This design comes from an exercise in tuning for small area on the open sky130 flow, not from production work. RTL that was checked went through simulation tests only; none was proved equivalent to the original. Power figures rest on the tool's default switching activity, not on a simulated workload.

==> inputs of run K <==
Design cpu, start of the top module:
module cpu(
    clock,                           
    reset,                           
    address_imem,                    
    q_imem,                          
    address_dmem,                    
    data,                            
    wren,                            
    q_dmem,                          
    ctrl_writeEnable,                
    ctrl_writeReg,                   
    data_writeReg                    
);
==> module cpu, before the edit <==
module cpu(
    clock,                           
    reset,                           
    address_imem,                    
    q_imem,                          
    address_dmem,                    
    data,                            
    wren,                            
    q_dmem,                          
    ctrl_writeEnable,                
    ctrl_writeReg,                   
    data_writeReg                    
);
    input clock, reset;
    output[11:0] address_imem;
    input[31:0] q_imem;
    output[11:0] address_dmem;
    output[31:0] data;
    output wren;
    input[31:0] q_dmem;
    output ctrl_writeEnable;
    output[4:0] ctrl_writeReg;
    output[31:0] data_writeReg;
    wire[4:0] opcode = q_imem[31:27];
    wire[4:0] rd     = q_imem[26:22];
    wire[4:0] rs     = q_imem[21:17];
    wire[4:0] rt     = q_imem[16:12];
    wire[4:0] shamt  = q_imem[11:7];
    wire[4:0] aluop  = q_imem[6:2];
    wire[31:0] imm_sx = {{15{q_imem[16]}}, q_imem[16:0]};
    wire[31:0] target = {5'b00000, q_imem[26:0]};
    wire is_r    = opcode == 5'd0;
    wire is_j    = opcode == 5'd1;
    wire is_bne  = opcode == 5'd2;
    wire is_jal  = opcode == 5'd3;
    wire is_jr   = opcode == 5'd4;
    wire is_addi = opcode == 5'd5;
    wire is_blt  = opcode == 5'd6;
    wire is_sw   = opcode == 5'd7;
    wire is_lw   = opcode == 5'd8;
    wire is_setx = opcode == 5'd21;
    wire is_bex  = opcode == 5'd22;
    wire r_add = is_r & (aluop == 5'd0);
    wire r_sub = is_r & (aluop == 5'd1);
    wire we;
    wire[4:0] wreg;
    wire[31:0] wdata;
    wire b_rd = is_sw | is_bne | is_blt | is_jr;
    wire[31:0] selA, selB;
    genvar g;
    generate
        for (g = 0; g < 32; g = g + 1) begin : sel
            assign selA[g] = is_bex ? (g == 30) : (rs == g);
            assign selB[g] = ~is_bex & (b_rd ? (rd == g) : (rt == g));
        end
    endgenerate
    wire[31:0] regs[31:0];
    wire[31:0] valid;
    wire[991:0] q_all, d_all;
    wire[31:1] wsel;
    assign regs[0] = 32'd0;
    assign valid[0] = 1'b0;
    rf_write wr(we, wreg, wdata, q_all, wsel, d_all);
    generate
        for (g = 1; g < 32; g = g + 1) begin : rf
            reg[31:0] q;
            reg v;
            always @(posedge clock) begin
                q <= d_all[32*g-1 -: 32];
            end
            always @(posedge clock or posedge reset) begin
                if (reset)
                    v <= 1'b0;
                else if (wsel[g])
                    v <= 1'b1;
            end
            assign q_all[32*g-1 -: 32] = q;
            assign regs[g] = q;
            assign valid[g] = v;
        end
    endgenerate
    wire[31:0] vselA = selA & valid;
    wire[31:0] vselB = selB & valid;
    wire[31:0] rA, rB;
    wire[31:0] nA[10:0], nB[10:0];
    generate
        for (g = 0; g < 11; g = g + 1) begin : rp
            if (g < 10) begin : three
                aoi3 a(vselA[3*g+1], vselA[3*g+2], vselA[3*g+3], regs[3*g+1], regs[3*g+2], regs[3*g+3], nA[g]);
                aoi3 b(vselB[3*g+1], vselB[3*g+2], vselB[3*g+3], regs[3*g+1], regs[3*g+2], regs[3*g+3], nB[g]);
            end else begin : one
                assign nA[g] = ~({32{vselA[31]}} & regs[31]);
                assign nB[g] = ~({32{vselB[31]}} & regs[31]);
            end
        end
    endgenerate
    assign rA = ~(nA[0] & nA[1] & nA[2] & nA[3] & nA[4] & nA[5] & nA[6] & nA[7] & nA[8] & nA[9] & nA[10]);
    assign rB = ~(nB[0] & nB[1] & nB[2] & nB[3] & nB[4] & nB[5] & nB[6] & nB[7] & nB[8] & nB[9] & nB[10]);
    wire sub = r_sub | is_bne | is_blt | is_bex;
    wire[31:0] opB = (is_addi | is_lw | is_sw) ? imm_sx : rB;
    wire[31:0] opBx = opB ^ {32{sub}};
    wire[31:0] sum = rA + opBx + {31'd0, sub};
    wire ovf = (rA[31] == opBx[31]) & (sum[31] != rA[31]);
    wire ne = |sum;                  
    wire lt = sum[31] ^ ovf;         
    wire sll = ~aluop[0];
    wire[31:0] rA_rev;
    generate
        for (g = 0; g < 32; g = g + 1) begin : rev_in
            assign rA_rev[g] = rA[31 - g];
        end
    endgenerate
    wire[31:0] sh_in = sll ? rA_rev : rA;
    wire sh_fill = ~sll & rA[31];
    wire[31:0] sh = $signed({sh_fill, sh_in}) >>> shamt;
    wire[31:0] sh_rev;
    generate
        for (g = 0; g < 32; g = g + 1) begin : rev_out
            assign sh_rev[g] = sh[31 - g];
        end
    endgenerate
    reg[31:0] alu_out;
    always @* begin
        if (!is_r)
            alu_out = sum;
        else
            case (aluop)
                5'd0, 5'd1: alu_out = sum;
                5'd2: alu_out = rA & rB;
                5'd3: alu_out = rA | rB;
                5'd4: alu_out = sh_rev;
                5'd5: alu_out = sh;
                default: alu_out = 32'd0;
            endcase
    end
    wire ovf_write = ovf & (r_add | r_sub | is_addi);
    wire[31:0] rstatus = {30'd0, r_sub | is_addi, r_sub | r_add};
    reg[31:0] pc;
    wire[31:0] pc1 = pc + 32'd1;
    wire[31:0] pc_br = pc1 + imm_sx;
    wire taken = (is_bne & ne) | (is_blt & ne & ~lt);
    wire[31:0] pc_next = is_jr ? rB :
                         ((is_j | is_jal | (is_bex & ne)) ? target :
                         (taken ? pc_br : pc1));
    always @(posedge clock or posedge reset) begin
        if (reset)
            pc <= 32'd0;
        else
            pc <= pc_next;
    end
    assign we = is_r | is_addi | is_lw | is_jal | is_setx;
    assign wreg = (is_setx | ovf_write) ? 5'd30 : (is_jal ? 5'd31 : rd);
    assign wdata = is_setx ? target :
                   (is_jal ? pc1 :
                   (ovf_write ? rstatus :
                   (is_lw ? q_dmem : alu_out)));
    assign address_imem = pc[11:0];
    assign address_dmem = sum[11:0];
    assign data = rB;
    assign wren = is_sw;
    assign ctrl_writeEnable = we;
    assign ctrl_writeReg = wreg;
    assign data_writeReg = wdata;
endmodule
clock: 20.0 ns
lec_check: 0
cap_margin: 20
core_margin: 2
core_utilization: 55
slew_margin: 20
synth_hierarchical: 1
run.sh (not shown) runs the stock make flow with config.mk's settings and CLKGATE_MAP_FILE= SYNTH_SCRIPT=/design/flow/synth_recipe.tcl, a recipe that flattens the netlist after the stock synthesis.
==> run Z (differences from run K) <==
--- a/flow/design.v
+++ b/flow/design.v
@@ -101,3 +101,9 @@
     wire[31:0] opBx = opB ^ {32{sub}};
-    wire[31:0] sum = rA + opBx + {31'd0, sub};
+    wire[31:0] sum;
+    wire c16, c32a, c32b;
+    wire[15:0] sum_hi0, sum_hi1;
+    ripple16 add_lo(rA[15:0], opBx[15:0], sub, sum[15:0], c16);
+    ripple16 add_hi0(rA[31:16], opBx[31:16], 1'b0, sum_hi0, c32a);
+    ripple16 add_hi1(rA[31:16], opBx[31:16], 1'b1, sum_hi1, c32b);
+    assign sum[31:16] = c16 ? sum_hi1 : sum_hi0;
     wire ovf = (rA[31] == opBx[31]) & (sum[31] != rA[31]);
@@ -114,3 +120,4 @@
     wire sh_fill = ~sll & rA[31];
-    wire[31:0] sh = $signed({sh_fill, sh_in}) >>> shamt;
+    wire[63:0] sh_wide = {{32{sh_fill}}, sh_in} >> shamt;
+    wire[31:0] sh = sh_wide[31:0];
     wire[31:0] sh_rev;
@@ -121,16 +128,2 @@
     endgenerate
-    reg[31:0] alu_out;
-    always @* begin
-        if (!is_r)
-            alu_out = sum;
-        else
-            case (aluop)
-                5'd0, 5'd1: alu_out = sum;
-                5'd2: alu_out = rA & rB;
-                5'd3: alu_out = rA | rB;
-                5'd4: alu_out = sh_rev;
-                5'd5: alu_out = sh;
-                default: alu_out = 32'd0;
-            endcase
-    end
     wire ovf_write = ovf & (r_add | r_sub | is_addi);
@@ -138,4 +131,14 @@
     reg[31:0] pc;
-    wire[31:0] pc1 = pc + 32'd1;
-    wire[31:0] pc_br = pc1 + imm_sx;
+    wire[31:0] pc1, pc_br;
+    wire[32:0] inc_c, br_c;
+    assign inc_c[0] = 1'b1;
+    assign br_c[0] = 1'b0;
+    generate
+        for (g = 0; g < 32; g = g + 1) begin : pcadd
+            assign pc1[g] = pc[g] ^ inc_c[g];
+            assign inc_c[g+1] = pc[g] & inc_c[g];
+            assign pc_br[g] = pc1[g] ^ imm_sx[g] ^ br_c[g];
+            assign br_c[g+1] = (pc1[g] & imm_sx[g]) | (pc1[g] & br_c[g]) | (imm_sx[g] & br_c[g]);
+        end
+    endgenerate
     wire taken = (is_bne & ne) | (is_blt & ne & ~lt);
@@ -152,6 +155,16 @@
     assign wreg = (is_setx | ovf_write) ? 5'd30 : (is_jal ? 5'd31 : rd);
-    assign wdata = is_setx ? target :
-                   (is_jal ? pc1 :
-                   (ovf_write ? rstatus :
-                   (is_lw ? q_dmem : alu_out)));
+    wire s_and = is_r & (aluop == 5'd2);
+    wire s_or  = is_r & (aluop == 5'd3);
+    wire s_sll = is_r & (aluop == 5'd4);
+    wire s_sra = is_r & (aluop == 5'd5);
+    wire s_sum = (r_add | r_sub | is_addi) & ~ovf_write;
+    assign wdata = ({32{is_setx}} & target) |
+                   ({32{is_jal}} & pc1) |
+                   ({32{ovf_write}} & rstatus) |
+                   ({32{is_lw}} & q_dmem) |
+                   ({32{s_sum}} & sum) |
+                   ({32{s_and}} & (rA & rB)) |
+                   ({32{s_or}} & (rA | rB)) |
+                   ({32{s_sll}} & sh_rev) |
+                   ({32{s_sra}} & sh);
     assign address_imem = pc[11:0];
@@ -194 +207,17 @@
 endmodule
+module ripple16(a, b, ci, s, co);
+    input[15:0] a, b;
+    input ci;
+    output[15:0] s;
+    output co;
+    wire[16:0] c;
+    assign c[0] = ci;
+    genvar i;
+    generate
+        for (i = 0; i < 16; i = i + 1) begin : fa
+            assign s[i] = a[i] ^ b[i] ^ c[i];
+            assign c[i+1] = (a[i] & b[i]) | (a[i] & c[i]) | (b[i] & c[i]);
+        end
+    endgenerate
+    assign co = c[16];
+endmodule
==> flow/flow/run.sh (new file) <==
#!/bin/bash
# The standard layout, with these changes:
# - synthesis maps logic with ABC using abc_area_relaxed.script: ORFS's speed
#   script with a relaxed delay target in &nf and no buffering or upsizing
#   (the layout's own repair fixes timing). Everything else in synthesis is
#   synth_recipe.tcl / ORFS synth.tcl unchanged, so the registers are the same.
# - ports are buffered with buf_1;
# - clock tree synthesis uses clkbuf_4/8, clusters of 16 sinks, no dummy loads;
set -e
HERE=$(pwd)
FLOWDIR=$HERE/flow
# synth.tcl with the ABC script replaced
sed 's#source \$::env(SCRIPTS_DIR)/synth_preamble.tcl#source $::env(SCRIPTS_DIR)/synth_preamble.tcl\nset abc_args [lreplace $abc_args 1 1 '"$FLOWDIR"'/abc_area_relaxed.script]\nputs "abc args: $abc_args"#' \
    "$FLOW_HOME/scripts/synth.tcl" > "$HERE/my_synth.tcl"
grep -q abc_area_relaxed "$HERE/my_synth.tcl"
sed 's#source \$::env(SCRIPTS_DIR)/synth.tcl#source '"$HERE"'/my_synth.tcl#' synth_recipe.tcl > my_synth_recipe.tcl
grep -q my_synth.tcl my_synth_recipe.tcl
cat >> config.mk <<'EOC'
export BUFFER_PORTS_ARGS = -buffer_cell sky130_fd_sc_hd__buf_1
export CTS_ARGS = -sink_clustering_enable -repair_clock_nets -dont_use_dummy_load -buf_list {sky130_fd_sc_hd__clkbuf_4 sky130_fd_sc_hd__clkbuf_8} -sink_clustering_size 16 -sink_clustering_max_diameter 80
EOC
sed "s#SYNTH_SCRIPT=[^ ]*synth_recipe.tcl#SYNTH_SCRIPT=$HERE/my_synth_recipe.tcl#" standard.sh > my_standard.sh
grep -q my_synth_recipe.tcl my_standard.sh
bash my_standard.sh > standard.log 2>&1
==> flow/flow/abc_area_relaxed.script (new file) <==
&get -n
&st
&dch
&nf -R 1000
&st
&syn2
&if -g -K 6
&synch2
&nf -R 1000
&st
&syn2
&if -g -K 6
&synch2
&nf -R 1000
&st
&syn2
&if -g -K 6
&synch2
&nf -R 1000
&st
&syn2
&if -g -K 6
&synch2
&nf -R 1000
&st
&syn2
&if -g -K 6
&synch2
&nf -R 1000
&put
topo
dnsize -c
==> flow/standard.sh (new file) <==
#!/bin/bash
# synth_recipe.tcl (not shown) runs the flow's synth.tcl, then flattens the netlist and writes it again
# the make line also repeats each setting of config.mk as NAME=value (left out here)
make -C /OpenROAD-flow-scripts/flow DESIGN_CONFIG=/design/flow/config.mk WORK_HOME=/design/flow/orfs CLKGATE_MAP_FILE= SYNTH_SCRIPT=/design/flow/synth_recipe.tcl "${@:-finish}"
Settings changed: BUFFER_PORTS_ARGS set to -buffer_cell sky130_fd_sc_hd__buf_1, CAP_MARGIN 20 to 40, CORE_UTILIZATION 55 to 45, CTS_ARGS set to -sink_clustering_enable -repair_clock_nets -dont_use_dummy_load -buf_list {sky130_fd_sc_hd__clkbuf_4 sky130_fd_sc_hd__clkbuf_8} -sink_clustering_size 16 -sink_clustering_max_diameter 80, SETUP_SLACK_MARGIN set to 0.2, SLEW_MARGIN 20 to 30.
removed: flow/run.sh
==> run G (differences from run K) <==
--- a/flow/design.v
+++ b/flow/design.v
@@ -101,3 +101,9 @@
     wire[31:0] opBx = opB ^ {32{sub}};
-    wire[31:0] sum = rA + opBx + {31'd0, sub};
+    wire[31:0] sum;
+    wire c16, c32a, c32b;
+    wire[15:0] sum_hi0, sum_hi1;
+    ripple16 add_lo(rA[15:0], opBx[15:0], sub, sum[15:0], c16);
+    ripple16 add_hi0(rA[31:16], opBx[31:16], 1'b0, sum_hi0, c32a);
+    ripple16 add_hi1(rA[31:16], opBx[31:16], 1'b1, sum_hi1, c32b);
+    assign sum[31:16] = c16 ? sum_hi1 : sum_hi0;
     wire ovf = (rA[31] == opBx[31]) & (sum[31] != rA[31]);
@@ -114,3 +120,4 @@
     wire sh_fill = ~sll & rA[31];
-    wire[31:0] sh = $signed({sh_fill, sh_in}) >>> shamt;
+    wire[63:0] sh_wide = {{32{sh_fill}}, sh_in} >> shamt;
+    wire[31:0] sh = sh_wide[31:0];
     wire[31:0] sh_rev;
@@ -138,4 +145,14 @@
     reg[31:0] pc;
-    wire[31:0] pc1 = pc + 32'd1;
-    wire[31:0] pc_br = pc1 + imm_sx;
+    wire[31:0] pc1, pc_br;
+    wire[32:0] inc_c, br_c;
+    assign inc_c[0] = 1'b1;
+    assign br_c[0] = 1'b0;
+    generate
+        for (g = 0; g < 32; g = g + 1) begin : pcadd
+            assign pc1[g] = pc[g] ^ inc_c[g];
+            assign inc_c[g+1] = pc[g] & inc_c[g];
+            assign pc_br[g] = pc1[g] ^ imm_sx[g] ^ br_c[g];
+            assign br_c[g+1] = (pc1[g] & imm_sx[g]) | (pc1[g] & br_c[g]) | (imm_sx[g] & br_c[g]);
+        end
+    endgenerate
     wire taken = (is_bne & ne) | (is_blt & ne & ~lt);
@@ -194 +211,17 @@
 endmodule
+module ripple16(a, b, ci, s, co);
+    input[15:0] a, b;
+    input ci;
+    output[15:0] s;
+    output co;
+    wire[16:0] c;
+    assign c[0] = ci;
+    genvar i;
+    generate
+        for (i = 0; i < 16; i = i + 1) begin : fa
+            assign s[i] = a[i] ^ b[i] ^ c[i];
+            assign c[i+1] = (a[i] & b[i]) | (a[i] & c[i]) | (b[i] & c[i]);
+        end
+    endgenerate
+    assign co = c[16];
+endmodule
==> flow/flow/run.sh (new file) <==
#!/bin/bash
set -e
cat >> config.mk <<'EOC'
export BUFFER_PORTS_ARGS = -buffer_cell sky130_fd_sc_hd__buf_1
export CTS_ARGS = -sink_clustering_enable -repair_clock_nets -dont_use_dummy_load -buf_list {sky130_fd_sc_hd__clkbuf_4 sky130_fd_sc_hd__clkbuf_8} -sink_clustering_size 16 -sink_clustering_max_diameter 80
EOC
bash standard.sh > standard.log 2>&1
==> flow/standard.sh (new file) <==
#!/bin/bash
# synth_recipe.tcl (not shown) runs the flow's synth.tcl, then flattens the netlist and writes it again
# the make line also repeats each setting of config.mk as NAME=value (left out here)
make -C /OpenROAD-flow-scripts/flow DESIGN_CONFIG=/design/flow/config.mk WORK_HOME=/design/flow/orfs CLKGATE_MAP_FILE= SYNTH_SCRIPT=/design/flow/synth_recipe.tcl "${@:-finish}"
Settings changed: BUFFER_PORTS_ARGS set to -buffer_cell sky130_fd_sc_hd__buf_1, CORE_UTILIZATION 55 to 45, CTS_ARGS set to -sink_clustering_enable -repair_clock_nets -dont_use_dummy_load -buf_list {sky130_fd_sc_hd__clkbuf_4 sky130_fd_sc_hd__clkbuf_8} -sink_clustering_size 16 -sink_clustering_max_diameter 80.
removed: flow/run.sh
==> notes <==
Against run K, the hold slack of run G is lower by 0.0055 ns.
Run K ran to the end with no violations. Run Z produced a clean layout. Run G finished but failed the layout checks on capacitance limit.
Against run G, the setup slack of run Z is better by 0.18 ns.
Routed wire length is about the same in run K and run G.
Maximum frequency, highest first: run K, run Z, run G.
In run K the register-to-register slack is better than in run Z, by 2.9 ns.
Combinational power: run K > run G > run Z.
Final cell count: run Z < run K < run G.
Against run G, the first-iteration DRC count of run K is higher by 8.2%.
The lowest sequential power belongs to run Z, the highest to run K.
==> figures <==
Overall die area: run K 0.0955 mm²; run Z 0.108 mm²; run G 0.116 mm²
Power in the clock group: run K 2.11 mW; run Z 1.05 mW; run G 1.07 mW
Well tap count: run K 1243; run Z 1380; run G 1500
Origin of the worst min-delay path: run K rf[18].q[14]$_DFF_P_; run Z rf[24].q[24]$_DFF_P_; run G rf[31].q[3]$_DFF_P_
Maximum number of pins on one net before global-route repair: run K 65; run Z 66; run G 65
Max cap viols: run K 0; run Z 0; run G 1
Floorplan die width: run K 309 µm; run Z 328 µm; run G 340 µm
Global routing usage on met2: run K 0.675; run Z 0.613; run G 0.607
Reported net switching power: run K 1.62 mW; run Z 1.07 mW; run G 1.23 mW
Gpl congestion: run K 1.10; run Z 1.09; run G 1.07
Placed standard-cell area: run K 0.0537 mm²; run Z 0.0515 mm²; run G 0.0533 mm²
Reg-to-Reg Start: run K rf[10].v$_DFFE_PP0P_; run Z pc[0]$_DFF_PP0_; run G pc[0]$_DFF_PP0_
Largest stage delay on the critical path: run K 0.77 ns; run Z 0.91 ns; run G 0.52 ns
Met3 routing resource usage after global routing: run K 0.200; run Z 0.125; run G 0.107
Root Driver: run K sky130_fd_sc_hd__clkbuf_16; run Z sky130_fd_sc_hd__clkbuf_8; run G sky130_fd_sc_hd__clkbuf_8
Portion of total power attributed to combinational logic: run K 0.169; run Z 0.128; run G 0.159
Run status: run K finished clean; run Z finished clean; run G complete, but fails checks
Layout check failures: run K -; run Z -; run G capacitance limit
Number of standard-cell rows in the floorplan: run K 111; run Z 118; run G 123
Maximum clock frequency: run K 0.0521 GHz; run Z 0.0512 GHz; run G 0.0508 GHz
Clock edge transition at the registers on the reported setup and hold paths: run K 0.06 ns; run Z 0.10 ns; run G 0.10 ns
For run K, only the layout was checked, not whether the RTL still works.

## what the ideal ports hide
Ports are ideal in the flow. The routed layouts listed here were re-timed in OpenROAD.
Step 1 assumes that a clkbuf_16 drives the clock port and a buf_2 every other input.
Step 2 adds t to the input delays and takes it off the output delays; t is the mean of the earliest and latest rising clock arrival at the registers after step 1. Input paths then give back, and output paths get back, about the clock's delay inside the block.
Slacks: ideal / step 1 / step 2; pairs: ideal / step 1.
run | t (ns) | slack for setup (ns) | worst setup path after step 2 | slew at the worst register clock pin (ns) | worst slew at a driven data input, ns
run K | 0.776 | 0.795 / 0.759 / 0.759 | input to output | 0.08 / 0.08 | 0.08
run Z | 0.797 | 0.483 / 0.455 / 0.455 | input to output | 0.12 / 0.12 | 0.06
run G | 0.831 | 0.300 / 0.278 / 0.278 | input to output | 0.11 / 0.11 | 0.14
For run K, which loses most, drivers alone change the setup slack by -0.036 ns; drivers and shift together by -0.036 ns.
